From an optimization exercise on the open Yosys and OpenROAD flow, aimed at small area, a short achievable clock period and few clock cycles; shortcuts taken in it are not production practice.
Function was checked by simulation only, so behaviour that the tests miss may differ from the original.
Power and IR drop assume default switching activity.

== run 1 ==
// registers
module registers (
	input				axi_clk,
	input		[11:0]	h2f_axi_awid,
	input		[29:0]	h2f_axi_awaddr,
	input				h2f_axi_awvalid,
	output	reg			h2f_axi_awready,
	input		[31:0]	h2f_axi_wdata,
	input		[3:0]	h2f_axi_wstrb,
	input				h2f_axi_wlast,
	input				h2f_axi_wvalid,
	output	reg			h2f_axi_wready,
	output		[11:0]	h2f_axi_bid,
	output		[1:0]	h2f_axi_bresp,
	output	reg			h2f_axi_bvalid,
	input				h2f_axi_bready,
	input		[11:0]	h2f_axi_arid,
	input		[29:0]	h2f_axi_araddr,
	input		[3:0]	h2f_axi_arlen,
	input				h2f_axi_arvalid,
	output	reg			h2f_axi_arready,
	output		[11:0]	h2f_axi_rid,
	output	reg	[31:0]	h2f_axi_rdata,
	output		[1:0]	h2f_axi_rresp,
	output	reg			h2f_axi_rlast,
	output	reg			h2f_axi_rvalid,
	input				h2f_axi_rready,
	input		[31:0]	reg_fpga_rev,
	input				reg_sw1_4,
	input				reg_sw1_3,
	input				reg_sw1_2,
	input				reg_sw1_1,
	output	reg			reg_jp3_4,
	output	reg			reg_jp3_3,
	output	reg			reg_jp3_2,
	output	reg			reg_jp3_1,
	output	reg			reg_led_8,
	output	reg			reg_led_7,
	output	reg			reg_led_6,
	input				reg_led_5,
	output	reg	[20:1]	reg_jp5,
	output	reg	[6:1]	reg_jp4_rxn,
	output	reg	[6:1]	reg_jp4_rxp,
	output	reg	[6:1]	reg_jp4_txn,
	output	reg	[6:1]	reg_jp4_txp,
	input				axi_rst
);
	assign h2f_axi_bresp = 2'b00;
	assign h2f_axi_rresp = 2'b00;
	reg		[11:0]	oid;
	assign h2f_axi_bid = oid;
	assign h2f_axi_rid = oid;
	reg				dir;		 
	reg				wact;		 
	reg				wfirst;		 
	reg				wbuf;		 
	reg				wapply;		 
	reg				bpend;		 
	reg				eng;		 
	reg				eng_new;	 
	reg		[4:0]	addr;		 
	reg		[3:0]	aux;		 
	reg		[11:0]	xid;		 
	reg		[3:0]	esel;		 
	wire aw_hs = h2f_axi_awvalid & h2f_axi_awready;
	wire w_hs  = h2f_axi_wvalid  & h2f_axi_wready;
	wire ar_hs = h2f_axi_arvalid & h2f_axi_arready;
	wire hs_id = aw_hs | ar_hs;
	wire [11:0] id_in = dir ? h2f_axi_arid : h2f_axi_awid;
	wire [3:0] hstb = {h2f_axi_rdata[31], h2f_axi_rdata[30], h2f_axi_rdata[23], h2f_axi_rdata[22]};
	wire [31:0] wcap = {h2f_axi_wstrb[3], h2f_axi_wstrb[2], h2f_axi_wdata[29:24],
	                    h2f_axi_wstrb[1], h2f_axi_wstrb[0], h2f_axi_wdata[21:0]};
	wire wk     = w_hs & (wact | aw_hs);		 
	wire lone_w = w_hs & ~wact & ~aw_hs;		 
	wire hb     = wbuf & aw_hs;					 
	wire bgen   = (wk & h2f_axi_wlast) | (hb & aux[0]);
	wire ob_free = ~h2f_axi_bvalid | h2f_axi_bready;
  ...
Size: roughly 290 I/O pins, roughly 6400 um^2 of cells after synthesis.
export LEC_CHECK = 0
export ABC_AREA = 1
export CAP_MARGIN = 20
export CORE_AREA = 10 10 150 150
export CTS_BUF_LIST = sky130_fd_sc_hd__clkbuf_8
export CTS_CLUSTER_SIZE = 40
export DIE_AREA = 0 0 160 160
export PLACE_DENSITY = 0.5
export SETUP_SLACK_MARGIN = 2.2
export SLEW_MARGIN = 20
export TNS_END_PERCENT = 20
create_clock -name core_clock -period 4.0 [get_ports {axi_clk}]
standard.sh (not shown) runs the stock make flow with config.mk's settings and CLKGATE_MAP_FILE= SYNTH_SCRIPT=/design/flow/synth_recipe.tcl, a recipe that flattens the netlist after the stock synthesis.
==> flow/flow/run.sh <==
#!/bin/bash
set -euo pipefail
bash standard.sh 'BUFFER_PORTS_ARGS=-buffer_cell sky130_fd_sc_hd__buf_1' finish > make.log 2>&1
Run 1: flow completed, timing, DRC and antenna clean
Testbench counts of run 1, summed over its fixed seeds: cycles 12,061.
The inputs of run 2 differ from those of run 1 as listed below.
# run 1
export LEC_CHECK = 0
export ABC_AREA = 1
export CAP_MARGIN = 20
export CORE_AREA = 10 10 150 150
export CTS_BUF_LIST = sky130_fd_sc_hd__clkbuf_8
export CTS_CLUSTER_SIZE = 40
export DIE_AREA = 0 0 160 160
export PLACE_DENSITY = 0.5
export SETUP_SLACK_MARGIN = 2.2
export SLEW_MARGIN = 20
export TNS_END_PERCENT = 20
create_clock -name core_clock -period 4.0 [get_ports {axi_clk}]
# run 2
export LEC_CHECK = 0
export ABC_AREA = 1
export CAP_MARGIN = 20
export CORE_AREA = 10 10 150 150
export CTS_BUF_LIST = sky130_fd_sc_hd__clkbuf_8
export CTS_CLUSTER_SIZE = 40
export DIE_AREA = 0 0 160 160
export PLACE_DENSITY = 0.5
export SETUP_SLACK_MARGIN = 2.0
export SLEW_MARGIN = 20
create_clock -name core_clock -period 4.0 [get_ports {axi_clk}]
Findings:
| critical path depth | higher: run 2 |
Run 2: clock network contribution to total cell area lower than run 1
Of run 1 and run 2, the run reporting the higher total buffers and inverters traversed by the critical path was run 2.
Taking run 1 as the reference, in run 2 non-clock buffer count fell 1, hold slack has increased, relative contribution of combinational cells to total power moved up, first-iteration DRC count has increased, clock network fraction of total power saw a decrease.
Run 1 leaves more setup margin than run 2.
Sort run 1 and run 2 by routed wire length asc -> top: run 2
Relative to run 2, the following input files were edited for run 3:
==> flow/flow/run.sh <==
#!/bin/bash
set -euo pipefail
bash standard.sh 'BUFFER_PORTS_ARGS=-buffer_cell sky130_fd_sc_hd__buf_1' \
  'CTS_ARGS=-sink_clustering_enable -repair_clock_nets -buf_list sky130_fd_sc_hd__clkbuf_8 -sink_clustering_size 40 -dont_use_dummy_load' \
  finish > make.log 2>&1
- Taking run 2 as the reference point, the clock skew after layout of run 3 rises by 0.018 ns.
- No stage failed in run 3, and the final checks on the layout all came back clean.
- Routed wire length for run 3: about 1% down relative to run 2
- Density: run 3 sparser than run 2

## re-timing with driven ports
No port has a modelled driver above. Below, the same layouts with a new extraction and two added sets of constraints. Step 1: set_driving_cell puts a clkbuf_16 on axi_clk and a buf_2 on each other input, an assumption about the parent block. Step 2 times the ports against the registers' clock, not the clock port: input delays grow and output delays shrink by t, the midpoint of the rising clock arrivals with the driver on. a / b / c = ideal ports / drivers / drivers and shift; a / b = the first two.
run	t, ns	setup WS [ns]	worst setup path at the end	clock arrival spread, ns	worst slew at a driven data input, ns
run 1	0.470	2.166 / 2.129 / 1.736	input to register	0.016 / 0.015	0.07
run 2	0.476	2.108 / 2.110 / 1.646	input to register	0.011 / 0.011	0.05
run 3	0.457	2.090 / 2.104 / 1.647	input to register	0.032 / 0.033	0.05
After both steps every run listed still meets setup and hold. The setup slack of run 2, which loses most, moves by +0.002 ns with the drivers and by -0.462 ns with both steps.
